What follows belongs to an exercise in optimizing a design on an open flow for small area and a short achievable clock period; a production flow would make more cautious choices. At most, simulation tests tie the RTL to the original design; equivalence was not proved. No functional check of the RTL was part of runs 2 and 3.

==> flow/design.v, too long to show whole: its modules and the start of the top module <==
// module kalman_filter: 1294 lines
// module seg_driver: 158 lines
// module bcd_add3: 6 lines
// module kalman_range: 70 lines
// module div100: 311 lines
// module mod100: 50 lines
// module add_fa: 4 lines
// module add_ha: 4 lines
module kalman_range (
    input               clk,
    input               rst_n,
    input       [18:0]  f_data_in,
    input       [18:0]  b_data_in,
    output      [6:0]   hex1,
    output      [6:0]   hex2,
    output      [6:0]   hex3,
    output      [6:0]   hex4,
    output      [6:0]   hex5,
    output      [6:0]   hex6,
    output      [6:0]   hex7,
    output      [6:0]   hex8,
    output      [12:0]  distance_data_f,
    output      [12:0]  distance_data_b
);
  // ...
==> flow/run.sh <==
#!/bin/bash
# synth_recipe.tcl (not shown) runs the flow's synth.tcl, then flattens the netlist and writes it again
# the make line also repeats each setting of config.mk as NAME=value (left out here)
make -C /OpenROAD-flow-scripts/flow DESIGN_CONFIG=/design/flow/config.mk WORK_HOME=/design/flow/orfs CLKGATE_MAP_FILE= SYNTH_SCRIPT=/design/flow/synth_recipe.tcl finish
==> flow/config.mk <==
export PLATFORM = sky130hd
export DESIGN_NAME = kalman_range
export DESIGN_NICKNAME = kalman_range
export VERILOG_FILES = /design/flow/design.v
export SDC_FILE = /design/flow/constraint.sdc
export NUM_CORES = 4
export LEC_CHECK = 0
export ABC_AREA = 1
export CAP_MARGIN = 20
export CORE_MARGIN = 2
export CORE_UTILIZATION = 40
export PLACE_DENSITY = 0.6
export SLEW_MARGIN = 20
export SYNTH_HIERARCHICAL = 1
export SYNTH_MINIMUM_KEEP_SIZE = 0
==> flow/constraint.sdc <==
create_clock -name core_clock -period 140.0 [get_ports {clk}]
set_input_delay 28.0000 -clock core_clock [delete_from_list [all_inputs] [get_ports {clk}]]
set_output_delay 28.0000 -clock core_clock [all_outputs]
set_load 0.01 [all_outputs]
==> results.cfg, run 1 <==
[status]
status = finished clean

[clock_network]
clk_path_buf_depth = 2

[worst_hold_path]
holdCritStartpoint = u_seg_driver.r1[0]
worstHoldPathType = flip-flop to flip-flop

[drt]
drtPass1Iterations = 9

[final_layout]
antenna_cells = 0
buf_share = 0.0511
fillers = 5583
sh_seq_area = 0.0821
num-clock-buffers = 10

[timing]
setup-tns-final_ps = 0
slew_violations = 0
clock_skew_ps = 12.5
finalCritPeriodShare = 0.250
whs_ps = 353
rsz0062_at_grt = no

[critical_path]
reg2reg_from = f_kalman_filter.data_out[0]
critPathKind = primary input to flip-flop

[place]
dp.cells = 3581

[die]
dieArea_um2 = 58700
nWellTaps = 756

[grt]
first_global_vias = 19373
grt_util_met1 = 0.279
grt_antenna_before_repair = 0

[run]
maxCapViolCount = 0

[synthesis]
netlist_area_um2 = 22700
==> inputs of run 2 (changes only) <==
--- a/flow/design.v
+++ b/flow/design.v
@@ -1124,172 +1124,124 @@
     wire n1116 = n1074 | (n1075 & n1072);
     wire n1117 = n1075 & n1073;
     wire n1118 = n1078 | (n1079 & n1076);
     wire n1119 = n1079 & n1077;
     wire n1120 = n1082 | (n1083 & n1080);
     wire n1121 = n1083 & n1081;
     wire n1122 = n1086 | (n1087 & n1084);
     wire n1123 = n1087 & n1085;
-    wire n1124 = n1024 | (n1025 & n1090);
-    wire n1125 = n1025 & n1091;
-    wire n1126 = n1092 | (n1093 & n1090);
-    wire n1127 = n1093 & n1091;
-    wire n1128 = n1032 | (n1033 & n1094);
-    wire n1129 = n1033 & n1095;
-    wire n1130 = n1096 | (n1097 & n1094);
-    wire n1131 = n1097 & n1095;
-    wire n1132 = n1040 | (n1041 & n1098);
-    wire n1133 = n1041 & n1099;
-    wire n1134 = n1100 | (n1101 & n1098);
-    wire n1135 = n1101 & n1099;
-    wire n1136 = n1048 | (n1049 & n1102);
-    wire n1137 = n1049 & n1103;
-    wire n1138 = n1104 | (n1105 & n1102);
-    wire n1139 = n1105 & n1103;
-    wire n1140 = n1056 | (n1057 & n1106);
-    wire n1141 = n1057 & n1107;
-    wire n1142 = n1108 | (n1109 & n1106);
-    wire n1143 = n1109 & n1107;
-    wire n1144 = n1064 | (n1065 & n1110);
-    wire n1145 = n1065 & n1111;
-    wire n1146 = n1112 | (n1113 & n1110);
-    wire n1147 = n1113 & n1111;
-    wire n1148 = n1072 | (n1073 & n1114);
-    wire n1149 = n1073 & n1115;
-    wire n1150 = n1116 | (n1117 & n1114);
-    wire n1151 = n1117 & n1115;
-    wire n1152 = n1080 | (n1081 & n1118);
-    wire n1153 = n1081 & n1119;
-    wire n1154 = n1120 | (n1121 & n1118);
-    wire n1155 = n1121 & n1119;
-    wire n1156 = n1088 | (n1089 & n1122);
-    wire n1157 = n1089 & n1123;
-    wire n1158 = n1028 | (n1029 & n1126);
-    wire n1159 = n1029 & n1127;
-    wire n1160 = n1094 | (n1095 & n1126);
-    wire n1161 = n1095 & n1127;
-    wire n1162 = n1128 | (n1129 & n1126);
-    wire n1163 = n1129 & n1127;
-    wire n1164 = n1130 | (n1131 & n1126);
-    wire n1165 = n1131 & n1127;
-    wire n1166 = n1044 | (n1045 & n1134);
-    wire n1167 = n1045 & n1135;
-    wire n1168 = n1102 | (n1103 & n1134);
-    wire n1169 = n1103 & n1135;
-    wire n1170 = n1136 | (n1137 & n1134);
-    wire n1171 = n1137 & n1135;
-    wire n1172 = n1138 | (n1139 & n1134);
-    wire n1173 = n1139 & n1135;
-    wire n1174 = n1060 | (n1061 & n1142);
-    wire n1175 = n1061 & n1143;
-    wire n1176 = n1110 | (n1111 & n1142);
-    wire n1177 = n1111 & n1143;
-    wire n1178 = n1144 | (n1145 & n1142);
-    wire n1179 = n1145 & n1143;
-    wire n1180 = n1146 | (n1147 & n1142);
-    wire n1181 = n1147 & n1143;
-    wire n1182 = n1076 | (n1077 & n1150);
-    wire n1183 = n1077 & n1151;
-    wire n1184 = n1118 | (n1119 & n1150);
-    wire n1185 = n1119 & n1151;
-    wire n1186 = n1152 | (n1153 & n1150);
-    wire n1187 = n1153 & n1151;
-    wire n1188 = n1154 | (n1155 & n1150);
-    wire n1189 = n1155 & n1151;
-    wire n1190 = n1036 | (n1037 & n1164);
-    wire n1191 = n1037 & n1165;
-    wire n1192 = n1098 | (n1099 & n1164);
-    wire n1193 = n1099 & n1165;
-    wire n1194 = n1132 | (n1133 & n1164);
-    wire n1195 = n1133 & n1165;
-    wire n1196 = n1134 | (n1135 & n1164);
-    wire n1197 = n1135 & n1165;
-    wire n1198 = n1166 | (n1167 & n1164);
-    wire n1199 = n1167 & n1165;
-    wire n1200 = n1168 | (n1169 & n1164);
-    wire n1201 = n1169 & n1165;
-    wire n1202 = n1170 | (n1171 & n1164);
-    wire n1203 = n1171 & n1165;
-    wire n1204 = n1172 | (n1173 & n1164);
-    wire n1205 = n1173 & n1165;
-    wire n1206 = n1068 | (n1069 & n1180);
-    wire n1207 = n1069 & n1181;
-    wire n1208 = n1114 | (n1115 & n1180);
-    wire n1209 = n1115 & n1181;
-    wire n1210 = n1148 | (n1149 & n1180);
-    wire n1211 = n1149 & n1181;
-    wire n1212 = n1150 | (n1151 & n1180);
-    wire n1213 = n1151 & n1181;
-    wire n1214 = n1182 | (n1183 & n1180);
-    wire n1215 = n1183 & n1181;
-    wire n1216 = n1184 | (n1185 & n1180);
-    wire n1217 = n1185 & n1181;
-    wire n1218 = n1186 | (n1187 & n1180);
-    wire n1219 = n1187 & n1181;
-    wire n1220 = n1188 | (n1189 & n1180);
-    wire n1221 = n1189 & n1181;
-    wire n1222 = n1052 | (n1053 & n1204);
-    wire n1223 = n1053 & n1205;
-    wire n1224 = n1106 | (n1107 & n1204);
-    wire n1225 = n1107 & n1205;
-    wire n1226 = n1140 | (n1141 & n1204);
-    wire n1227 = n1141 & n1205;
-    wire n1228 = n1142 | (n1143 & n1204);
-    wire n1229 = n1143 & n1205;
-    wire n1230 = n1174 | (n1175 & n1204);
-    wire n1231 = n1175 & n1205;
-    wire n1232 = n1176 | (n1177 & n1204);
-    wire n1233 = n1177 & n1205;
-    wire n1234 = n1178 | (n1179 & n1204);
-    wire n1235 = n1179 & n1205;
-    wire n1236 = n1180 | (n1181 & n1204);
-    wire n1237 = n1181 & n1205;
-    wire n1238 = n1206 | (n1207 & n1204);
-    wire n1239 = n1207 & n1205;
-    wire n1240 = n1208 | (n1209 & n1204);
-    wire n1241 = n1209 & n1205;
-    wire n1242 = n1210 | (n1211 & n1204);
-    wire n1243 = n1211 & n1205;
-    wire n1244 = n1212 | (n1213 & n1204);
-    wire n1245 = n1213 & n1205;
-    wire n1246 = n1214 | (n1215 & n1204);
-    wire n1247 = n1215 & n1205;
-    wire n1248 = n1216 | (n1217 & n1204);
-    wire n1249 = n1217 & n1205;
-    wire n1250 = n1218 | (n1219 & n1204);
-    wire n1251 = n1219 & n1205;
-    wire n1252 = n1220 | (n1221 & n1204);
-    wire n1253 = n1221 & n1205;
-    wire n1254 = n1084 | (n1085 & n1252);
-    wire n1255 = n1085 & n1253;
-    wire n1256 = n1122 | (n1123 & n1252);
-    wire n1257 = n1123 & n1253;
-    wire n1258 = n1156 | (n1157 & n1252);
-    wire n1259 = n1157 & n1253;
-    wire n1260 = n1053 ^ n1204;
-    wire n1261 = n1055 ^ n1222;
-    wire n1262 = n1057 ^ n1224;
-    wire n1263 = n1059 ^ n1226;
-    wire n1264 = n1061 ^ n1228;
-    wire n1265 = n1063 ^ n1230;
-    wire n1266 = n1065 ^ n1232;
-    wire n1267 = n1067 ^ n1234;
-    wire n1268 = n1069 ^ n1236;
-    wire n1269 = n1071 ^ n1238;
-    wire n1270 = n1073 ^ n1240;
-    wire n1271 = n1075 ^ n1242;
-    wire n1272 = n1077 ^ n1244;
-    wire n1273 = n1079 ^ n1246;
-    wire n1274 = n1081 ^ n1248;
-    wire n1275 = n1083 ^ n1250;
-    wire n1276 = n1085 ^ n1252;
-    wire n1277 = n1087 ^ n1254;
-    wire n1278 = n1089 ^ n1256;
-    wire [18:0] next_out = {n1278, n1277, n1276, n1275, n1274, n1273, n1272, n1271, n1270, n1269, n1268, n1267, n1266, n1265, n1264, n1263, n1262, n1261, n1260};
+    wire n1124 = n1092 | (n1093 & n1090);
+    wire n1125 = n1093 & n1091;
+    wire n1126 = n1096 | (n1097 & n1094);
+    wire n1127 = n1097 & n1095;
+    wire n1128 = n1100 | (n1101 & n1098);
+    wire n1129 = n1101 & n1099;
+    wire n1130 = n1104 | (n1105 & n1102);
+    wire n1131 = n1105 & n1103;
+    wire n1132 = n1108 | (n1109 & n1106);
+    wire n1133 = n1109 & n1107;
+    wire n1134 = n1112 | (n1113 & n1110);
+    wire n1135 = n1113 & n1111;
+    wire n1136 = n1116 | (n1117 & n1114);
+    wire n1137 = n1117 & n1115;
+    wire n1138 = n1120 | (n1121 & n1118);
+    wire n1139 = n1121 & n1119;
+    wire n1140 = n1126 | (n1127 & n1124);
+    wire n1141 = n1127 & n1125;
+    wire n1142 = n1130 | (n1131 & n1128);
+    wire n1143 = n1131 & n1129;
+    wire n1144 = n1134 | (n1135 & n1132);
+    wire n1145 = n1135 & n1133;
+    wire n1146 = n1138 | (n1139 & n1136);
+    wire n1147 = n1139 & n1137;
+    wire n1148 = n1142 | (n1143 & n1140);
+    wire n1149 = n1143 & n1141;
+    wire n1150 = n1146 | (n1147 & n1144);
+    wire n1151 = n1147 & n1145;
+    wire n1152 = n1150 | (n1151 & n1148);
+    wire n1153 = n1151 & n1149;
+    wire n1154 = n1144 | (n1145 & n1148);
+    wire n1155 = n1145 & n1149;
+    wire n1156 = n1128 | (n1129 & n1140);
+    wire n1157 = n1129 & n1141;
+    wire n1158 = n1132 | (n1133 & n1148);
+    wire n1159 = n1133 & n1149;
+    wire n1160 = n1136 | (n1137 & n1154);
+    wire n1161 = n1137 & n1155;
+    wire n1162 = n1094 | (n1095 & n1124);
+    wire n1163 = n1095 & n1125;
+    wire n1164 = n1098 | (n1099 & n1140);
+    wire n1165 = n1099 & n1141;
+    wire n1166 = n1102 | (n1103 & n1156);
+    wire n1167 = n1103 & n1157;
+    wire n1168 = n1106 | (n1107 & n1148);
+    wire n1169 = n1107 & n1149;
+    wire n1170 = n1110 | (n1111 & n1158);
+    wire n1171 = n1111 & n1159;
+    wire n1172 = n1114 | (n1115 & n1154);
+    wire n1173 = n1115 & n1155;
+    wire n1174 = n1118 | (n1119 & n1160);
+    wire n1175 = n1119 & n1161;
+    wire n1176 = n1122 | (n1123 & n1152);
+    wire n1177 = n1123 & n1153;
+    wire n1178 = n1024 | (n1025 & n1090);
+    wire n1179 = n1025 & n1091;
+    wire n1180 = n1028 | (n1029 & n1124);
+    wire n1181 = n1029 & n1125;
+    wire n1182 = n1032 | (n1033 & n1162);
+    wire n1183 = n1033 & n1163;
+    wire n1184 = n1036 | (n1037 & n1140);
+    wire n1185 = n1037 & n1141;
+    wire n1186 = n1040 | (n1041 & n1164);
+    wire n1187 = n1041 & n1165;
+    wire n1188 = n1044 | (n1045 & n1156);
+    wire n1189 = n1045 & n1157;
+    wire n1190 = n1048 | (n1049 & n1166);
+    wire n1191 = n1049 & n1167;
+    wire n1192 = n1052 | (n1053 & n1148);
+    wire n1193 = n1053 & n1149;
+    wire n1194 = n1056 | (n1057 & n1168);
+    wire n1195 = n1057 & n1169;
+    wire n1196 = n1060 | (n1061 & n1158);
+    wire n1197 = n1061 & n1159;
+    wire n1198 = n1064 | (n1065 & n1170);
+    wire n1199 = n1065 & n1171;
+    wire n1200 = n1068 | (n1069 & n1154);
+    wire n1201 = n1069 & n1155;
+    wire n1202 = n1072 | (n1073 & n1172);
+    wire n1203 = n1073 & n1173;
+    wire n1204 = n1076 | (n1077 & n1160);
+    wire n1205 = n1077 & n1161;
+    wire n1206 = n1080 | (n1081 & n1174);
+    wire n1207 = n1081 & n1175;
+    wire n1208 = n1084 | (n1085 & n1152);
+    wire n1209 = n1085 & n1153;
+    wire n1210 = n1088 | (n1089 & n1176);
+    wire n1211 = n1089 & n1177;
+    wire n1212 = n1053 ^ n1148;
+    wire n1213 = n1055 ^ n1192;
+    wire n1214 = n1057 ^ n1168;
+    wire n1215 = n1059 ^ n1194;
+    wire n1216 = n1061 ^ n1158;
+    wire n1217 = n1063 ^ n1196;
+    wire n1218 = n1065 ^ n1170;
+    wire n1219 = n1067 ^ n1198;
+    wire n1220 = n1069 ^ n1154;
+    wire n1221 = n1071 ^ n1200;
+    wire n1222 = n1073 ^ n1172;
+    wire n1223 = n1075 ^ n1202;
+    wire n1224 = n1077 ^ n1160;
+    wire n1225 = n1079 ^ n1204;
+    wire n1226 = n1081 ^ n1174;
+    wire n1227 = n1083 ^ n1206;
+    wire n1228 = n1085 ^ n1152;
+    wire n1229 = n1087 ^ n1208;
+    wire n1230 = n1089 ^ n1176;
+    wire [18:0] next_out = {n1230, n1229, n1228, n1227, n1226, n1225, n1224, n1223, n1222, n1221, n1220, n1219, n1218, n1217, n1216, n1215, n1214, n1213, n1212};
 always @(posedge clk or negedge rst_n) begin
 	if(~rst_n)
 		data_out	<= 19'd0;
 	else
 		data_out	<= next_out;
 end
 endmodule
 module seg_driver(
==> flow/flow/run.sh (new file) <==
#!/bin/bash
# The standard layout (the standard.sh: ORFS with the standard synthesis),
# with the port buffers that global placement inserts made buf_1 cells instead
# of the delay buffers buffer_ports picks on its own. Every port still gets
# its own buffer. ORFS writes each step's full log under orfs/logs; make's own
# output goes to flow_make.log here.
set -euo pipefail
export BUFFER_PORTS_ARGS="-buffer_cell sky130_fd_sc_hd__buf_1"
bash standard.sh finish > flow_make.log 2>&1
==> flow/standard.sh (new file) <==
#!/bin/bash
# synth_recipe.tcl (not shown) runs the flow's synth.tcl, then flattens the netlist and writes it again
# the make line also repeats each setting of config.mk as NAME=value (left out here)
make -C /OpenROAD-flow-scripts/flow DESIGN_CONFIG=/design/flow/config.mk WORK_HOME=/design/flow/orfs CLKGATE_MAP_FILE= SYNTH_SCRIPT=/design/flow/synth_recipe.tcl "${@:-finish}"
removed: flow/run.sh
==> run 2 against run 1 <==
Effect of this change:
- design area down 3.0%
- still clean
- wire length down 2.2%
- register-to-register slack better by 300 ps
- critical endpoint unchanged
- first-iteration DRC count down 5.2%
- worst setup slack better by 640 ps
- sequential cell count unchanged
- maximum frequency up 1.9%
==> results.cfg, run 2 <==
[status]
status = finished clean

[die]
die_y_um = 242
rows = 87
dieArea_um2 = 58700
start_util = 0.403
fp.dieW_um = 242
ios = 122
core_area_um2 = 56300

[drt]
wire_per_inst_um = 17.1
ant_nets = 0
drt_iter0_drc = 1718
drc = 0
totalWireLength_um = 60600
num_vias = 18796
drtPass1Iterations = 7
viasPerCell = 5.32

[clock_network]
ctsHoldBuffers = 0
clk_latency_ps = 370
htree_levels = 3
path_clk_slew_ps = 70
cts_resized = 0
clock-sinks = 84
cts_tree = built
root_buffer = clkbuf_16
clk_path_buf_depth = 2
post-cts-setup-buffers = 0
numCtsBuffers = 9

[critical_path]
crit_arrival_ps = 34600
r2r_slack_ps = 132780
reg2reg_from = f_kalman_filter.data_out[3]
rr_worst_depth = 31
r2r_end = f_kalman_filter.data_out[15]
crit_top_cell = fa_1
crit_end = b_kalman_filter.data_out[17]
max_stage_delay_ps = 530
crit_path_top_delay_cell = fa_1
startpoint = b_data_in[0]
worstSetupEndpointType = flip-flop
critPathMaxFanout = 15
critPathKind = primary input to flip-flop
cp-start-kind = primary input
crit_required_ps = 140250

[final_layout]
fin_nets = 3440
area_growth_pct = 4.63
layout_common_cells = nand2_1 (587), inv_1 (400), fa_1 (388)
fillers = 5611
top_regs = b_kalman_filter.data_out x19, f_kalman_filter.data_out x19, u_seg_driver.q1 x13
antenna_cells = 0
drive_gt1_frac = 0.0781
mostFrequentLayoutCell = nand2_1
fin_cells = 3534

[timing]
clock_skew_ps = 12.4
min_period_ps = 34340
slew_violations = 0
rsz0062_at_grt = no
setup_viol = 0
setup-tns-final_ps = 0
hold_violations = 0
worstMarginPinSlew_ps = 960
worst_slack_ps = 105660
fmax_mhz = 29.1
max_slew_margin = 0.358
finalCritPeriodShare = 0.245

[place]
dp.cells = 3518
dp.final_hpwl_um = 50300
numPortBuffers = 120
pre_cts_slack_ps = 105370
gp_congestion = 0.935

[grt]
grt_antenna_before_repair = 2
grt_pass1_wl_um = 99100
overflow = 0
grt_max_degree = 65
first_global_vias = 18941
grt_use_total = 0.208

[worst_hold_path]
worstHoldPathType = flip-flop to flip-flop

[synthesis]
syn_area_per_cell_um2 = 8.24
synth_cells = 2756
netlist_area_um2 = 22700
ys_warn_count = 9

[run]
maxCapViolCount = 0
-- run 2: final cells by class --
cell class	instances	area, um2	share of cell area
clock inverter	7	72.6	0.00305
sequential	84	2010	0.0847
clock buffer	9	225	0.00948
timing repair buffer	128	514	0.0216
tap	756	946	0.0398
inverter	458	1720	0.0724
multi-input combinational	2092	18300	0.769
-- run 2: critical path, delay by kind of cell --
| kind | cells | cell delay, ps |
|---|---|---|
| AOI/OAI and AO/OA | 5 | 980 |
| xor gates and xnor gates | 1 | 150 |
| adders and majority gates | 10 | 3820 |
| buffers and inverters | 4 | 230 |
| and+or+nand+nor | 10 | 1440 |
-- run 2: stage by stage --
stage	instance area, um2	utilization	hold WS [ps]
detailed placement	23500	0.417	323
finish	23800	0.422	330
global route	23800	0.422	337
CTS	23800	0.422	331
global placement	23500	0.417	335
floorplan	22700	-	316
-- run 2: worst min-delay path by stage --
| stage | startpoint | endpoint | cells past startpoint |
|---|---|---|---|
| floorplan | u_seg_driver.q1[0] | u_seg_driver.point_1[0] | 0 |
| global placement | u_seg_driver.r1[0] | u_seg_driver.point_3[0] | 0 |
| detailed placement | u_seg_driver.q1[0] | u_seg_driver.point_1[0] | 0 |
| CTS | u_seg_driver.r1[0] | u_seg_driver.point_3[0] | 0 |
| global route | u_seg_driver.r1[0] | u_seg_driver.point_3[0] | 0 |
| finish | u_seg_driver.r1[0] | u_seg_driver.point_3[0] | 0 |
-- run 2: metal layers --
layer  GRT usage  vias up  part of all wire
li1            -     8916                 -
met1       0.284     9122              0.44
met2       0.344      661              0.47
met3      0.0311       93             0.065
met4      0.0557        4             0.022
met5           0        -           0.00031
==> inputs of run 3 (changes only) <==
==> flow/flow/run.sh (replaced) <==
#!/bin/bash
# The standard layout (the standard.sh: ORFS with the standard synthesis),
# with two changes to how it is made, none to the constraints:
# - the port buffers that global placement inserts are buf_1 cells instead of
#   the delay buffers buffer_ports picks on its own (every port still gets its
#   own buffer);
# - ORFS's timing repair aims for 106.5 ns of setup slack instead of 0, so it
#   sizes up the gates of the paths that set the achieved period.
# ORFS writes each step's full log under orfs/logs; make's own output goes to
# flow_make.log here.
set -euo pipefail
export BUFFER_PORTS_ARGS="-buffer_cell sky130_fd_sc_hd__buf_1"
export SETUP_SLACK_MARGIN=106.5
bash standard.sh finish > flow_make.log 2>&1
==> run 3 against run 2 <==
Effect of this change:
- worst setup slack gained 720 ps
- utilization up 4.3 points
- maximum frequency grew 2.1%
- first-iteration DRC count grew 8.7%
- critical path depth stayed put
- critical endpoint unchanged
- largest cell class unchanged
==> results.cfg, run 3 <==
[drt]
viasPerCell = 5.38
totalWireLength_um = 64000
drt_iter0_drc = 1867
drtPass1Iterations = 8
num_vias = 19631
ant_nets = 0
drc = 0
wire_per_inst_um = 17.5

[die]
start_util = 0.403
die_y_um = 242
dieArea_um2 = 58700
core_area_um2 = 56300
rows = 87
ios = 122
fp.dieW_um = 242

[timing]
setup_viol = 0
slew_violations = 0
min_period_ps = 33620
clock_skew_ps = 15.4
worst_slack_ps = 106380
max_slew_margin = 0.345
worstMarginPinSlew_ps = 981
fmax_mhz = 29.7
finalCritPeriodShare = 0.240
setup-tns-final_ps = 0
hold_violations = 0
rsz0062_at_grt = yes

[synthesis]
ys_warn_count = 9
syn_area_per_cell_um2 = 8.24
netlist_area_um2 = 22700
synth_cells = 2756

[place]
dp.final_hpwl_um = 50600
gp_congestion = 0.938
placed_cell_area_um2 = 23600
numPortBuffers = 120
pre_cts_slack_ps = 105390

[final_layout]
fin_area_um2 = 26200
top_regs = b_kalman_filter.data_out x19, f_kalman_filter.data_out x19, u_seg_driver.q1 x13
drive_gt1_frac = 0.190
post-route-util = 0.465
fin_nets = 3555
area_growth_pct = 15.3
antenna_cells = 0
mostFrequentLayoutCell = nand2_1
layout_common_cells = nand2_1 (539), inv_1 (378), fa_1 (330)

[clock_network]
cts_tree = built
numCtsBuffers = 9
clk_latency_ps = 370
clk_path_buf_depth = 2
clock-sinks = 84
root_buffer = clkbuf_16
path_clk_slew_ps = 60
htree_levels = 3

[critical_path]
max_stage_delay_ps = 570
reg2reg_from = step[1]
crit_arrival_ps = 33870
r2r_end = f_kalman_filter.data_out[17]
critPathMaxFanout = 3
rr_worst_depth = 22
crit_required_ps = 140250
crit_path_top_delay_cell = fa_1
critPathKind = primary input to flip-flop
cp-start-kind = primary input
r2r_slack_ps = 133070
crit_end = b_kalman_filter.data_out[17]
startpoint = b_data_in[0]
worstSetupEndpointType = flip-flop

[grt]
first_global_vias = 19341
grt_pass1_wl_um = 101000
grt_use_total = 0.213
grt_max_degree = 65
grt_antenna_before_repair = 1
overflow = 0

[worst_hold_path]
worstHoldPathType = flip-flop to flip-flop

[status]
status = finished clean

[run]
maxCapViolCount = 0
==> run 3: layout make-up <==
cell class / count / area (um2)
repair inverters: 2 / 17.5
inverters: 458 / 1820
well taps: 756 / 946
flip-flops and latches: 84 / 2010
fillers: 5337 / 30100
multi-input cells: 2092 / 19600
repair buffers: 241 / 1510
clock inverters: 4 / 26.3
clock buffers: 12 / 268
==> run 3: layer usage <==
metal | global-route usage | routed length (um)
met1 | 0.284 | 26900
met2 | 0.355 | 30300
met3 | 0.0342 | 4840
met4 | 0.0681 | 1960
met5 | 0 | 13
==> run 3: critical path: cells and delay by family <==
family                   cells  cell delay [ps]
buffers and inverters        5              280
AO/OA/AOI/OAI                4              780
XOR/XNOR                     1              140
AND/OR/NAND/NOR             10              960
adder cells (fa/ha/maj)     10             3690
==> run 3: how the worst min path moves through the flow <==
| stage | from | endpoint | slack (ps) | cells after the start |
|---|---|---|---|---|
| 4_1_cts | u_seg_driver.r1[0] | u_seg_driver.point_3[0] | 340 | 0 |
| 3_3_place_gp | u_seg_driver.r1[0] | u_seg_driver.point_3[0] | 320 | 0 |
| 6_report | u_seg_driver.r1[0] | u_seg_driver.point_3[0] | 340 | 0 |
| 5_1_grt | u_seg_driver.r1[0] | u_seg_driver.point_3[0] | 350 | 0 |
| 2_1_floorplan | u_seg_driver.q1[0] | u_seg_driver.point_1[0] | 320 | 0 |
| 3_5_place_dp | u_seg_driver.r1[0] | u_seg_driver.point_3[0] | 330 | 0 |
==> run 3: metrics by stage <==
step | hold WS, ps | std cells
floorplan | 316 | 2768
global placement | 323 | 3515
detailed placement | 332 | 3515
CTS | 339 | 3595
global route | 350 | 3649
finish | 335 | 3649
==> run 3: repair_timing <==
item                       4_1_cts  5_1_grt
gates cloned                     1        1
hold buffers                     0        0
pin swaps                       76       98
setup buffers                   63       53
gates resized for setup        119      153
setup endpoints to repair       38       38
==> module div100, before the edit <==
module div100(
    input   [18:0]  x,
    output  [12:0]  q
);
    wire d0 = ~x[0];
    wire d1 = ~x[1];
    wire d2 = ~x[2];
    wire d3 = ~x[3];
    wire d4 = ~x[4];
    wire d5 = ~x[5];
    wire d6 = ~x[6];
    wire d7 = ~x[7];
    wire d8 = ~x[8];
    wire d9 = ~x[9];
    wire d10 = ~x[10];
    wire d11 = ~x[11];
    wire d12 = ~x[12];
    wire d13 = ~x[13];
    wire d14 = ~x[14];
    wire d15 = ~x[15];
    wire d16 = ~x[16];
    wire d17 = ~x[17];
    wire d18 = ~x[18];
    wire d19 = x[2] ^ d7;
    wire d20 = ~d19;
    wire d21 = x[2] | d7;
    wire d22, d23;
    add_ha du0 (.a(d9), .b(d12), .s(d22), .co(d23));
    wire d24, d25;
    add_fa du1 (.a(x[0]), .b(x[3]), .c(d8), .s(d24), .co(d25));
    wire d26, d27;
    add_fa du2 (.a(d10), .b(d13), .c(d21), .s(d26), .co(d27));
    wire d28, d29;
    add_ha du3 (.a(d23), .b(d24), .s(d28), .co(d29));
    wire d30, d31;
    add_fa du4 (.a(x[1]), .b(x[4]), .c(d9), .s(d30), .co(d31));
    wire d32, d33;
    add_fa du5 (.a(d11), .b(d14), .c(d25), .s(d32), .co(d33));
    wire d34, d35;
    add_fa du6 (.a(d30), .b(d27), .c(d29), .s(d34), .co(d35));
    wire d36 = x[0] ^ x[2];
    wire d37 = ~d36;
    wire d38 = x[0] | x[2];
    wire d39, d40;
    add_fa du7 (.a(x[5]), .b(d10), .c(d12), .s(d39), .co(d40));
    wire d41, d42;
    add_fa du8 (.a(d15), .b(d37), .c(d31), .s(d41), .co(d42));
    wire d43, d44;
    add_fa du9 (.a(d39), .b(d33), .c(d41), .s(d43), .co(d44));
    wire d45, d46;
    add_fa du10 (.a(x[1]), .b(x[3]), .c(x[6]), .s(d45), .co(d46));
    wire d47, d48;
    add_fa du11 (.a(d11), .b(d13), .c(d16), .s(d47), .co(d48));
    wire d49, d50;
    add_fa du12 (.a(d38), .b(d40), .c(d45), .s(d49), .co(d50));
    wire d51, d52;
    add_fa du13 (.a(d47), .b(d42), .c(d49), .s(d51), .co(d52));
    wire d53, d54;
    add_fa du14 (.a(x[2]), .b(x[4]), .c(x[7]), .s(d53), .co(d54));
    wire d55, d56;
    add_fa du15 (.a(d12), .b(d14), .c(d17), .s(d55), .co(d56));
    wire d57, d58;
    add_fa du16 (.a(d46), .b(d48), .c(d53), .s(d57), .co(d58));
    wire d59, d60;
    add_fa du17 (.a(d55), .b(d50), .c(d57), .s(d59), .co(d60));
    wire d61, d62;
    add_fa du18 (.a(x[3]), .b(x[5]), .c(x[8]), .s(d61), .co(d62));
    wire d63, d64;
    add_fa du19 (.a(d13), .b(d15), .c(d18), .s(d63), .co(d64));
    wire d65, d66;
    add_fa du20 (.a(d54), .b(d56), .c(d61), .s(d65), .co(d66));
    wire d67, d68;
    add_fa du21 (.a(d63), .b(d58), .c(d65), .s(d67), .co(d68));
    wire d69 = x[4] ^ x[6];
    wire d70 = ~d69;
    wire d71 = x[4] | x[6];
    wire d72, d73;
    add_fa du22 (.a(x[9]), .b(d14), .c(d16), .s(d72), .co(d73));
    wire d74, d75;
    add_fa du23 (.a(d70), .b(d62), .c(d64), .s(d74), .co(d75));
    wire d76, d77;
    add_fa du24 (.a(d72), .b(d66), .c(d74), .s(d76), .co(d77));
    wire d78 = x[5] ^ x[7];
    wire d79 = ~d78;
    wire d80 = x[5] | x[7];
    wire d81, d82;
    add_fa du25 (.a(x[10]), .b(d15), .c(d17), .s(d81), .co(d82));
    wire d83, d84;
    add_fa du26 (.a(d71), .b(d79), .c(d73), .s(d83), .co(d84));
    wire d85, d86;
    add_fa du27 (.a(d81), .b(d75), .c(d83), .s(d85), .co(d86));
    wire d87 = x[6] ^ x[8];
    wire d88 = ~d87;
    wire d89 = x[6] | x[8];
    wire d90, d91;
    add_fa du28 (.a(x[11]), .b(d16), .c(d18), .s(d90), .co(d91));
    wire d92, d93;
    add_fa du29 (.a(d80), .b(d88), .c(d82), .s(d92), .co(d93));
    wire d94, d95;
    add_fa du30 (.a(d90), .b(d84), .c(d92), .s(d94), .co(d95));
    wire d96, d97;
    add_fa du31 (.a(x[7]), .b(x[9]), .c(x[12]), .s(d96), .co(d97));
    wire d98, d99;
    add_fa du32 (.a(d17), .b(d89), .c(d91), .s(d98), .co(d99));
    wire d100, d101;
    add_fa du33 (.a(d96), .b(d93), .c(d98), .s(d100), .co(d101));
    wire d102 = x[8] ^ x[10];
    wire d103 = ~d102;
    wire d104 = x[8] | x[10];
    wire d105, d106;
    add_fa du34 (.a(x[13]), .b(d18), .c(d103), .s(d105), .co(d106));
    wire d107, d108;
    add_fa du35 (.a(d97), .b(d99), .c(d105), .s(d107), .co(d108));
    wire d109, d110;
    add_fa du36 (.a(x[9]), .b(x[11]), .c(x[14]), .s(d109), .co(d110));
    wire d111, d112;
    add_fa du37 (.a(d104), .b(d109), .c(d106), .s(d111), .co(d112));
    wire d113 = x[10] ^ x[12];
    wire d114 = ~d113;
    wire d115 = x[10] | x[12];
    wire d116, d117;
    add_fa du38 (.a(x[15]), .b(d114), .c(d110), .s(d116), .co(d117));
    wire d118 = x[11] ^ x[13];
    wire d119 = ~d118;
    wire d120 = x[11] | x[13];
    wire d121, d122;
    add_fa du39 (.a(x[16]), .b(d115), .c(d119), .s(d121), .co(d122));
    wire d123 = x[12] ^ x[14];
    wire d124 = ~d123;
    wire d125 = x[12] | x[14];
    wire d126, d127;
    add_fa du40 (.a(x[17]), .b(d120), .c(d124), .s(d126), .co(d127));
    wire d128 = x[13] ^ x[15];
    wire d129 = ~d128;
    wire d130 = x[13] | x[15];
    wire d131, d132;
    add_fa du41 (.a(x[18]), .b(d125), .c(d129), .s(d131), .co(d132));
    wire d133 = x[14] ^ x[16];
    wire d134 = ~d133;
    wire d135 = x[14] | x[16];
    wire d136, d137;
    add_ha du42 (.a(d130), .b(d134), .s(d136), .co(d137));
    wire d138 = x[15] ^ x[17];
    wire d139 = ~d138;
    wire d140 = x[15] | x[17];
    wire d141, d142;
    add_ha du43 (.a(d135), .b(d139), .s(d141), .co(d142));
    wire d143 = x[16] ^ x[18];
    wire d144 = ~d143;
    wire d145 = x[16] | x[18];
    wire d146, d147;
    add_ha du44 (.a(d140), .b(d144), .s(d146), .co(d147));
    wire d148 = x[17] ^ d145;
    wire d149 = ~d148;
    wire d150 = x[17] | d145;
    wire d151 = ~x[18];
    wire d152 = d20 & d22;
    wire d153 = d20 ^ d22;
    wire d154 = d26 & d28;
    wire d155 = d26 ^ d28;
    wire d156 = d32 & d34;
    wire d157 = d32 ^ d34;
    wire d158 = d35 & d43;
    wire d159 = d35 ^ d43;
    wire d160 = d44 & d51;
    wire d161 = d44 ^ d51;
    wire d162 = d52 & d59;
    wire d163 = d52 ^ d59;
    wire d164 = d60 & d67;
    wire d165 = d60 ^ d67;
    wire d166 = d68 & d76;
    wire d167 = d68 ^ d76;
    wire d168 = d77 & d85;
    wire d169 = d77 ^ d85;
    wire d170 = d86 & d94;
    wire d171 = d86 ^ d94;
    wire d172 = d95 & d100;
    wire d173 = d95 ^ d100;
    wire d174 = d101 & d107;
    wire d175 = d101 ^ d107;
    wire d176 = d108 & d111;
    wire d177 = d108 ^ d111;
    wire d178 = d112 & d116;
    wire d179 = d112 ^ d116;
    wire d180 = d117 & d121;
    wire d181 = d117 ^ d121;
    wire d182 = d122 & d126;
    wire d183 = d122 ^ d126;
    wire d184 = d127 & d131;
    wire d185 = d127 ^ d131;
    wire d186 = d132 & d136;
    wire d187 = d132 ^ d136;
    wire d188 = d137 & d141;
    wire d189 = d137 ^ d141;
    wire d190 = d142 & d146;
    wire d191 = d142 ^ d146;
    wire d192 = d147 & d149;
    wire d193 = d147 ^ d149;
    wire d194 = d150 & d151;
    wire d195 = d150 ^ d151;
    wire d196 = ~x[18];
    wire d197 = d154 | (d155 & d152);
    wire d198 = d155 & d153;
    wire d199 = d158 | (d159 & d156);
    wire d200 = d159 & d157;
    wire d201 = d162 | (d163 & d160);
    wire d202 = d163 & d161;
    wire d203 = d166 | (d167 & d164);
    wire d204 = d167 & d165;
    wire d205 = d170 | (d171 & d168);
    wire d206 = d171 & d169;
    wire d207 = d174 | (d175 & d172);
    wire d208 = d175 & d173;
    wire d209 = d178 | (d179 & d176);
    wire d210 = d179 & d177;
    wire d211 = d182 | (d183 & d180);
    wire d212 = d183 & d181;
    wire d213 = d186 | (d187 & d184);
    wire d214 = d187 & d185;
    wire d215 = d190 | (d191 & d188);
    wire d216 = d191 & d189;
    wire d217 = d194 | (d195 & d192);
    wire d218 = d195 & d193;
    wire d219 = d156 | (d157 & d197);
    wire d220 = d157 & d198;
    wire d221 = d199 | (d200 & d197);
    wire d222 = d200 & d198;
    wire d223 = d164 | (d165 & d201);
    wire d224 = d165 & d202;
    wire d225 = d203 | (d204 & d201);
    wire d226 = d204 & d202;
    wire d227 = d172 | (d173 & d205);
    wire d228 = d173 & d206;
    wire d229 = d207 | (d208 & d205);
    wire d230 = d208 & d206;
    wire d231 = d180 | (d181 & d209);
    wire d232 = d181 & d210;
    wire d233 = d211 | (d212 & d209);
    wire d234 = d212 & d210;
    wire d235 = d188 | (d189 & d213);
    wire d236 = d189 & d214;
    wire d237 = d215 | (d216 & d213);
    wire d238 = d216 & d214;
    wire d239 = x[18] | (d196 & d217);
    wire d240 = d196 & d218;
    wire d241 = d168 | (d169 & d225);
    wire d242 = d169 & d226;
    wire d243 = d205 | (d206 & d225);
    wire d244 = d206 & d226;
    wire d245 = d227 | (d228 & d225);
    wire d246 = d228 & d226;
    wire d247 = d229 | (d230 & d225);
    wire d248 = d230 & d226;
    wire d249 = d184 | (d185 & d233);
    wire d250 = d185 & d234;
    wire d251 = d213 | (d214 & d233);
    wire d252 = d214 & d234;
    wire d253 = d235 | (d236 & d233);
    wire d254 = d236 & d234;
    wire d255 = d237 | (d238 & d233);
    wire d256 = d238 & d234;
    wire d257 = d176 | (d177 & d247);
    wire d258 = d177 & d248;
    wire d259 = d209 | (d210 & d247);
    wire d260 = d210 & d248;
    wire d261 = d231 | (d232 & d247);
    wire d262 = d232 & d248;
    wire d263 = d233 | (d234 & d247);
    wire d264 = d234 & d248;
    wire d265 = d249 | (d250 & d247);
    wire d266 = d250 & d248;
    wire d267 = d251 | (d252 & d247);
    wire d268 = d252 & d248;
    wire d269 = d253 | (d254 & d247);
    wire d270 = d254 & d248;
    wire d271 = d255 | (d256 & d247);
    wire d272 = d256 & d248;
    wire d273 = d160 | (d161 & d221);
    wire d274 = d201 | (d202 & d221);
    wire d275 = d223 | (d224 & d221);
    wire d276 = d225 | (d226 & d221);
    wire d277 = d241 | (d242 & d221);
    wire d278 = d243 | (d244 & d221);
    wire d279 = d245 | (d246 & d221);
    wire d280 = d247 | (d248 & d221);
    wire d281 = d257 | (d258 & d221);
    wire d282 = d259 | (d260 & d221);
    wire d283 = d261 | (d262 & d221);
    wire d284 = d263 | (d264 & d221);
    wire d285 = d265 | (d266 & d221);
    wire d286 = d267 | (d268 & d221);
    wire d287 = d269 | (d270 & d221);
    wire d288 = d271 | (d272 & d221);
    wire d289 = d192 | (d193 & d288);
    wire d290 = d217 | (d218 & d288);
    wire d291 = d239 | (d240 & d288);
    wire d292 = d173 ^ d278;
    wire d293 = d175 ^ d279;
    wire d294 = d177 ^ d280;
    wire d295 = d179 ^ d281;
    wire d296 = d181 ^ d282;
    wire d297 = d183 ^ d283;
    wire d298 = d185 ^ d284;
    wire d299 = d187 ^ d285;
    wire d300 = d189 ^ d286;
    wire d301 = d191 ^ d287;
    wire d302 = d193 ^ d288;
    wire d303 = d195 ^ d289;
    wire d304 = d196 ^ d290;
    assign q = {d304, d303, d302, d301, d300, d299, d298, d297, d296, d295, d294, d293, d292};
endmodule
==> inputs of run 4 (changes only) <==
--- a/flow/design.v
+++ b/flow/design.v
@@ -1680,16 +1680,16 @@
     wire d195 = d150 ^ d151;
     wire d196 = ~x[18];
     wire d197 = d154 | (d155 & d152);
-    wire d198 = d155 & d153;
-    wire d199 = d158 | (d159 & d156);
-    wire d200 = d159 & d157;
-    wire d201 = d162 | (d163 & d160);
-    wire d202 = d163 & d161;
-    wire d203 = d166 | (d167 & d164);
-    wire d204 = d167 & d165;
-    wire d205 = d170 | (d171 & d168);
-    wire d206 = d171 & d169;
-    wire d207 = d174 | (d175 & d172);
+    wire d198 = d156 | (d157 & d197);
+    wire d199 = d158 | (d159 & d198);
+    wire d200 = d160 | (d161 & d199);
+    wire d201 = d162 | (d163 & d200);
+    wire d202 = d164 | (d165 & d201);
+    wire d203 = d166 | (d167 & d202);
+    wire d204 = d168 | (d169 & d203);
+    wire d205 = d170 | (d171 & d204);
+    wire d206 = d172 | (d173 & d205);
+    wire d207 = d174 | (d175 & d206);
     wire d208 = d175 & d173;
     wire d209 = d178 | (d179 & d176);
     wire d210 = d179 & d177;
@@ -1701,93 +1701,52 @@
     wire d216 = d191 & d189;
     wire d217 = d194 | (d195 & d192);
     wire d218 = d195 & d193;
-    wire d219 = d156 | (d157 & d197);
-    wire d220 = d157 & d198;
-    wire d221 = d199 | (d200 & d197);
-    wire d222 = d200 & d198;
-    wire d223 = d164 | (d165 & d201);
-    wire d224 = d165 & d202;
-    wire d225 = d203 | (d204 & d201);
-    wire d226 = d204 & d202;
-    wire d227 = d172 | (d173 & d205);
-    wire d228 = d173 & d206;
-    wire d229 = d207 | (d208 & d205);
-    wire d230 = d208 & d206;
-    wire d231 = d180 | (d181 & d209);
-    wire d232 = d181 & d210;
-    wire d233 = d211 | (d212 & d209);
-    wire d234 = d212 & d210;
-    wire d235 = d188 | (d189 & d213);
-    wire d236 = d189 & d214;
-    wire d237 = d215 | (d216 & d213);
-    wire d238 = d216 & d214;
-    wire d239 = x[18] | (d196 & d217);
-    wire d240 = d196 & d218;
-    wire d241 = d168 | (d169 & d225);
-    wire d242 = d169 & d226;
-    wire d243 = d205 | (d206 & d225);
-    wire d244 = d206 & d226;
-    wire d245 = d227 | (d228 & d225);
-    wire d246 = d228 & d226;
-    wire d247 = d229 | (d230 & d225);
-    wire d248 = d230 & d226;
-    wire d249 = d184 | (d185 & d233);
-    wire d250 = d185 & d234;
-    wire d251 = d213 | (d214 & d233);
-    wire d252 = d214 & d234;
-    wire d253 = d235 | (d236 & d233);
-    wire d254 = d236 & d234;
-    wire d255 = d237 | (d238 & d233);
-    wire d256 = d238 & d234;
-    wire d257 = d176 | (d177 & d247);
-    wire d258 = d177 & d248;
-    wire d259 = d209 | (d210 & d247);
-    wire d260 = d210 & d248;
-    wire d261 = d231 | (d232 & d247);
-    wire d262 = d232 & d248;
-    wire d263 = d233 | (d234 & d247);
-    wire d264 = d234 & d248;
-    wire d265 = d249 | (d250 & d247);
-    wire d266 = d250 & d248;
-    wire d267 = d251 | (d252 & d247);
-    wire d268 = d252 & d248;
-    wire d269 = d253 | (d254 & d247);
-    wire d270 = d254 & d248;
-    wire d271 = d255 | (d256 & d247);
-    wire d272 = d256 & d248;
-    wire d273 = d160 | (d161 & d221);
-    wire d274 = d201 | (d202 & d221);
-    wire d275 = d223 | (d224 & d221);
-    wire d276 = d225 | (d226 & d221);
-    wire d277 = d241 | (d242 & d221);
-    wire d278 = d243 | (d244 & d221);
-    wire d279 = d245 | (d246 & d221);
-    wire d280 = d247 | (d248 & d221);
-    wire d281 = d257 | (d258 & d221);
-    wire d282 = d259 | (d260 & d221);
-    wire d283 = d261 | (d262 & d221);
-    wire d284 = d263 | (d264 & d221);
-    wire d285 = d265 | (d266 & d221);
-    wire d286 = d267 | (d268 & d221);
-    wire d287 = d269 | (d270 & d221);
-    wire d288 = d271 | (d272 & d221);
-    wire d289 = d192 | (d193 & d288);
-    wire d290 = d217 | (d218 & d288);
-    wire d291 = d239 | (d240 & d288);
-    wire d292 = d173 ^ d278;
-    wire d293 = d175 ^ d279;
-    wire d294 = d177 ^ d280;
-    wire d295 = d179 ^ d281;
-    wire d296 = d181 ^ d282;
-    wire d297 = d183 ^ d283;
-    wire d298 = d185 ^ d284;
-    wire d299 = d187 ^ d285;
-    wire d300 = d189 ^ d286;
-    wire d301 = d191 ^ d287;
-    wire d302 = d193 ^ d288;
-    wire d303 = d195 ^ d289;
-    wire d304 = d196 ^ d290;
-    assign q = {d304, d303, d302, d301, d300, d299, d298, d297, d296, d295, d294, d293, d292};
+    wire d219 = d176 | (d177 & d207);
+    wire d220 = d177 & d208;
+    wire d221 = d209 | (d210 & d207);
+    wire d222 = d210 & d208;
+    wire d223 = d184 | (d185 & d211);
+    wire d224 = d185 & d212;
+    wire d225 = d213 | (d214 & d211);
+    wire d226 = d214 & d212;
+    wire d227 = d192 | (d193 & d215);
+    wire d228 = d193 & d216;
+    wire d229 = d217 | (d218 & d215);
+    wire d230 = d218 & d216;
+    wire d231 = d180 | (d181 & d221);
+    wire d232 = d181 & d222;
+    wire d233 = d211 | (d212 & d221);
+    wire d234 = d212 & d222;
+    wire d235 = d223 | (d224 & d221);
+    wire d236 = d224 & d222;
+    wire d237 = d225 | (d226 & d221);
+    wire d238 = d226 & d222;
+    wire d239 = x[18] | (d196 & d229);
+    wire d240 = d196 & d230;
+    wire d241 = d188 | (d189 & d237);
+    wire d242 = d189 & d238;
+    wire d243 = d215 | (d216 & d237);
+    wire d244 = d216 & d238;
+    wire d245 = d227 | (d228 & d237);
+    wire d246 = d228 & d238;
+    wire d247 = d229 | (d230 & d237);
+    wire d248 = d230 & d238;
+    wire d249 = d239 | (d240 & d237);
+    wire d250 = d240 & d238;
+    wire d251 = d173 ^ d205;
+    wire d252 = d175 ^ d206;
+    wire d253 = d177 ^ d207;
+    wire d254 = d179 ^ d219;
+    wire d255 = d181 ^ d221;
+    wire d256 = d183 ^ d231;
+    wire d257 = d185 ^ d233;
+    wire d258 = d187 ^ d235;
+    wire d259 = d189 ^ d237;
+    wire d260 = d191 ^ d241;
+    wire d261 = d193 ^ d243;
+    wire d262 = d195 ^ d245;
+    wire d263 = d196 ^ d247;
+    assign q = {d263, d262, d261, d260, d259, d258, d257, d256, d255, d254, d253, d252, d251};
 endmodule
 module mod100(
     input   [18:0]  x,
==> flow/flow/run.sh (replaced) <==
#!/bin/bash
# The standard layout (the standard.sh: ORFS with the standard synthesis),
# with the port buffers that global placement inserts made buf_1 cells instead
# of the delay buffers buffer_ports picks on its own. Every port still gets
# its own buffer. ORFS writes each step's full log under orfs/logs; make's own
# output goes to flow_make.log here.
set -euo pipefail
export BUFFER_PORTS_ARGS="-buffer_cell sky130_fd_sc_hd__buf_1"
bash standard.sh finish > flow_make.log 2>&1
--- a/flow/config.mk
+++ b/flow/config.mk
@@ -9,6 +9,7 @@
 export CAP_MARGIN = 20
 export CORE_MARGIN = 2
 export CORE_UTILIZATION = 40
+export CTS_BUF_LIST = sky130_fd_sc_hd__clkbuf_8
 export PLACE_DENSITY = 0.6
 export SLEW_MARGIN = 20
 export SYNTH_HIERARCHICAL = 1
==> run 4 against run 3 <==
Effect of this change:
- still clean
- first-iteration DRC count is 18% lower
- clock skew is 2.1 ps higher
- wire length is 9.2% lower
- sequential share of layout area is 0.99 points higher
- via count is 7.9% lower
- register-to-register slack worse by 410 ps
==> results.cfg, run 4 <==
[grt]
grt_pass1_wl_um = 95800
first_global_vias = 18426
grt_max_degree = 65
grt_antenna_before_repair = 2
grt_util_met1 = 0.289
use_met3 = 0.0320
overflow = 0
grt-busiest-layer = met2
grt_use_total = 0.209
met2_usage = 0.335

[critical_path]
max_stage_delay_ps = 520
crit_arrival_ps = 34630
crit_family = adder cells
crit_top_cell = fa_1
crit_buf_inv = 3
worstSetupEndpointType = flip-flop
critPathMaxFanout = 15
crit_path_top_delay_cell = fa_1
critPathKind = primary input to flip-flop
cp-start-kind = primary input
crit_required_ps = 140300

[drt]
ant_nets = 0
totalWireLength_um = 58100
wire_per_inst_um = 17.0
drtPass1Iterations = 9
drt_iter0_drc = 1525
viasPerCell = 5.29
num_vias = 18084
drc = 0

[timing]
slew_violations = 0
setup_viol = 0
rsz0062_at_grt = no
fmax_mhz = 29.1
clock_skew_ps = 17.5
finalCritPeriodShare = 0.245
worst_slack_ps = 105670
worstMarginPinSlew_ps = 922
max_slew_margin = 0.385
min_period_ps = 34330
setup-tns-final_ps = 0
hold_violations = 0
whs_ps = 336

[clock_network]
root_buffer = clkbuf_8
clk_path_buf_depth = 2
clock-sinks = 84
cts_resized = 0
htree_levels = 3
path_clk_slew_ps = 100
cts_tree = built
clk_latency_ps = 410
ctsHoldBuffers = 0
numCtsBuffers = 9
post-cts-setup-buffers = 0

[place]
numPortBuffers = 120
dp.cells = 3402
dp.final_hpwl_um = 48400
pre_cts_slack_ps = 105280
gp_congestion = 0.924

[final_layout]
mostFrequentLayoutCell = nand2_1
fin_cells = 3419
layout_common_cells = nand2_1 (541), inv_1 (399), fa_1 (396)
drive_gt1_frac = 0.0787
top_regs = b_kalman_filter.data_out x19, f_kalman_filter.data_out x19, u_seg_driver.q1 x13
fillers = 5447
fin_nets = 3336
area_growth_pct = 4.39

[die]
rows = 86
dieArea_um2 = 57500
start_util = 0.404
die_y_um = 240
ios = 122
core_area_um2 = 55000
fp.dieW_um = 240

[run]
maxCapViolCount = 0

[status]
status = finished clean

[synthesis]
synth_cells = 2646
netlist_area_um2 = 22200
syn_area_per_cell_um2 = 8.40
ys_warn_count = 9

[worst_hold_path]
worstHoldPathType = flip-flop to flip-flop
-- run 4: layout make-up --
type	count	area [um2]	share of cell area
multi-input cells	1976	17800	0.766
flip-flops and latches	84	2010	0.0867
clock inverters	7	91.3	0.00394
diodes	1	2.50	0.000108
repair buffers	130	529	0.0228
clock buffers	9	124	0.00534
well taps	748	936	0.0403
inverters	464	1740	0.0751
-- run 4: worst reg2reg max path, delay by kind of cell, from the launching register on --
kind                       cells  cell delay [ps]
buffers and inverters          1               50
DFF                            1              640
AOI/OAI and AO/OA              5              910
adders and majority gates     10             3920
xor gates and xnor gates       1              150
and+or+nand+nor               11             1570
-- run 4: metrics by stage --
step | cell area (um2) | util
6_report | 23200 | 0.422
5_1_grt | 23200 | 0.422
4_1_cts | 23200 | 0.422
3_5_place_dp | 23000 | 0.418
3_3_place_gp | 23000 | 0.418
2_1_floorplan | 22300 | -
-- run 4: path summary, 6_finish.rpt --
| kind | start | end | slack (ps) | cells after the start |
|---|---|---|---|---|
| worst max-delay path | f_data_in[0] | f_kalman_filter.data_out[17] | 105670 | 30 |
| worst min-delay path | u_seg_driver.q1[0] | u_seg_driver.point_1[0] | 340 | 0 |
| worst max register to register | f_kalman_filter.data_out[0] | f_kalman_filter.data_out[17] | 132660 | 28 |
| worst min register to register | u_seg_driver.q1[0] | u_seg_driver.point_1[0] | 340 | 0 |
| max in group asynchronous | rst_n | b_kalman_filter.data_out[0] | 111620 | 2 |
| min in group asynchronous | rst_n | f_kalman_filter.data_out[18] | 27760 | 2 |
-- run 4: layer usage --
layer / routed length, um / part of all wire
met5: 13 / 0.00022
met4: 1610 / 0.028
met3: 4300 / 0.074
met2: 26600 / 0.46
met1: 25600 / 0.44
==> inputs of run 5 (changes only) <==
--- a/flow/config.mk
+++ b/flow/config.mk
@@ -9,7 +9,6 @@
 export CAP_MARGIN = 20
 export CORE_MARGIN = 2
 export CORE_UTILIZATION = 40
-export CTS_BUF_LIST = sky130_fd_sc_hd__clkbuf_8
 export PLACE_DENSITY = 0.6
 export SLEW_MARGIN = 20
 export SYNTH_HIERARCHICAL = 1
==> run 5 against run 4 <==
Effect of this change:
- non-clock buffer count is the same
- cell count is essentially flat
- clock skew shrank 6.2 ps
- critical endpoint unchanged
- synthesized cell count is the same
- utilization grew 0.18 points
- clock-buffer cell count grew 1
- worst setup slack lost 64 ps
- wire length is essentially flat
- via count shrank 0.29%
- design area grew 0.43%
==> results.cfg, run 5 <==
[critical_path]
crit_buf_inv = 3
crit_top_cell = fa_1
crit_path_top_delay_cell = fa_1
critPathMaxFanout = 15
crit_arrival_ps = 34640
critPathKind = primary input to flip-flop
reg2reg_from = f_kalman_filter.data_out[0]
startpoint = f_data_in[0]
max_stage_delay_ps = 520
crit_family = adder cells
cp-start-kind = primary input
crit_required_ps = 140250
worstSetupEndpointType = flip-flop

[timing]
worstMarginPinSlew_ps = 932
slew_violations = 0
max_slew_margin = 0.378
setup-tns-final_ps = 0
setup_viol = 0
min_period_ps = 34390
fmax_mhz = 29.1
finalCritPeriodShare = 0.246
whs_ps = 333
rsz0062_at_grt = no
clock_skew_ps = 11.3
hold_violations = 0
worst_slack_ps = 105610

[clock_network]
path_clk_slew_ps = 70
htree_levels = 3
clock-sinks = 84
post-cts-setup-buffers = 0
ctsHoldBuffers = 0
clk_path_buf_depth = 2
root_buffer = clkbuf_16
cts_resized = 0
numCtsBuffers = 9
cts_tree = built
clk_latency_ps = 360

[synthesis]
netlist_area_um2 = 22200
synth_cells = 2646
ys_warn_count = 9
syn_area_per_cell_um2 = 8.40

[final_layout]
mostFrequentLayoutCell = nand2_1
layout_common_cells = nand2_1 (541), inv_1 (398), fa_1 (396)
fillers = 5430
antenna_cells = 0
area_growth_pct = 4.84
top_regs = b_kalman_filter.data_out x19, f_kalman_filter.data_out x19, u_seg_driver.q1 x13
fin_nets = 3336
drive_gt1_frac = 0.0787
fin_cells = 3418

[grt]
grt_pass1_wl_um = 95900
first_global_vias = 18465
grt_use_total = 0.209
grt_antenna_before_repair = 1
overflow = 0
grt_max_degree = 65

[die]
start_util = 0.404
core_area_um2 = 55000
dieArea_um2 = 57500
ios = 122
rows = 86
fp.dieW_um = 240
die_y_um = 240

[place]
numPortBuffers = 120
gp_congestion = 0.924
dp.cells = 3402
dp.final_hpwl_um = 48400
pre_cts_slack_ps = 105280

[drt]
drc = 0
totalWireLength_um = 58100
num_vias = 18032
ant_nets = 0
drt_iter0_drc = 1577
drtPass1Iterations = 6
viasPerCell = 5.28
wire_per_inst_um = 17.0

[run]
maxCapViolCount = 0

[status]
status = finished clean

[worst_hold_path]
holdCritStartpoint = u_seg_driver.q1[0]
worstHoldPathType = flip-flop to flip-flop
run 5: worst paths after layout:
| kind | to | slack (ps) | cells after the start |
|---|---|---|---|
| setup / recovery | f_kalman_filter.data_out[17] | 105610 | 30 |
| hold / removal | u_seg_driver.point_1[0] | 330 | 0 |
| setup reg to reg | f_kalman_filter.data_out[17] | 132650 | 28 |
| hold reg to reg | u_seg_driver.point_1[0] | 330 | 0 |
| max in group asynchronous | u_seg_driver.point_1[2] | 111580 | 2 |
| min in group asynchronous | f_kalman_filter.data_out[18] | 27810 | 2 |
run 5: per-layer routing:
layer  up-vias  GRT usage  wire (um)
met2       735      0.336      26600
met4         2     0.0682       1550
met5         -          0         13
met1      8680      0.289      25700
met3       115     0.0323       4220
li1       8500          -          -
run 5: metrics by stage:
stage          cell area (um2)  utilization
2_1_floorplan            22300            -
3_3_place_gp             23000        0.418
3_5_place_dp             23000        0.418
4_1_cts                  23300        0.424
5_1_grt                  23300        0.424
6_report                 23300        0.424
run 5: layout make-up:
class	count	area, um2	area share
multi-input cells	1976	17800	0.762
well taps	748	936	0.0402
repair buffers	130	529	0.0227
inverters	464	1740	0.0747
clock inverters	6	87.6	0.00376
flip-flops and latches	84	2010	0.0863
clock buffers	10	229	0.00983

-- afterwards: timing with drivers on the ports --
How much do the figures lean on ideal ports? The routed layouts below were timed once more, with nothing changed but the port constraints.
Step 1 sets driving cells, clkbuf_16 on the clock port and buf_2 on the other inputs (assumed; they add their load-dependent delay and slew).
Step 2 adds t to the input delays and takes it off the output delays; t is the mean of the earliest and latest rising clock arrival at the registers after step 1. Input paths then give back, and output paths get back, about the clock's delay inside the block.
a / b / c = ideal / step 1 / step 2; a / b = the first two.
run | t (ns) | slack for setup (ns) | hold slack, ns | worst register clock-pin slew, ns
run 1 | 0.412 | 105.015 / 105.049 / 104.637 | 0.353 / 0.353 / 0.353 | 0.07 / 0.07
run 2 | 0.412 | 105.659 / 105.689 / 105.277 | 0.330 / 0.330 / 0.330 | 0.07 / 0.07
run 3 | 0.412 | 106.377 / 106.383 / 105.971 | 0.335 / 0.335 / 0.335 | 0.07 / 0.07
run 4 | 0.445 | 105.674 / 105.703 / 105.259 | 0.336 / 0.336 / 0.336 | 0.10 / 0.10
run 5 | 0.407 | 105.610 / 105.642 / 105.235 | 0.333 / 0.333 / 0.333 | 0.07 / 0.07
After both steps every run listed still meets setup and hold. For run 4, which loses most, drivers alone change the setup slack by +0.029 ns; drivers and shift together by -0.415 ns.
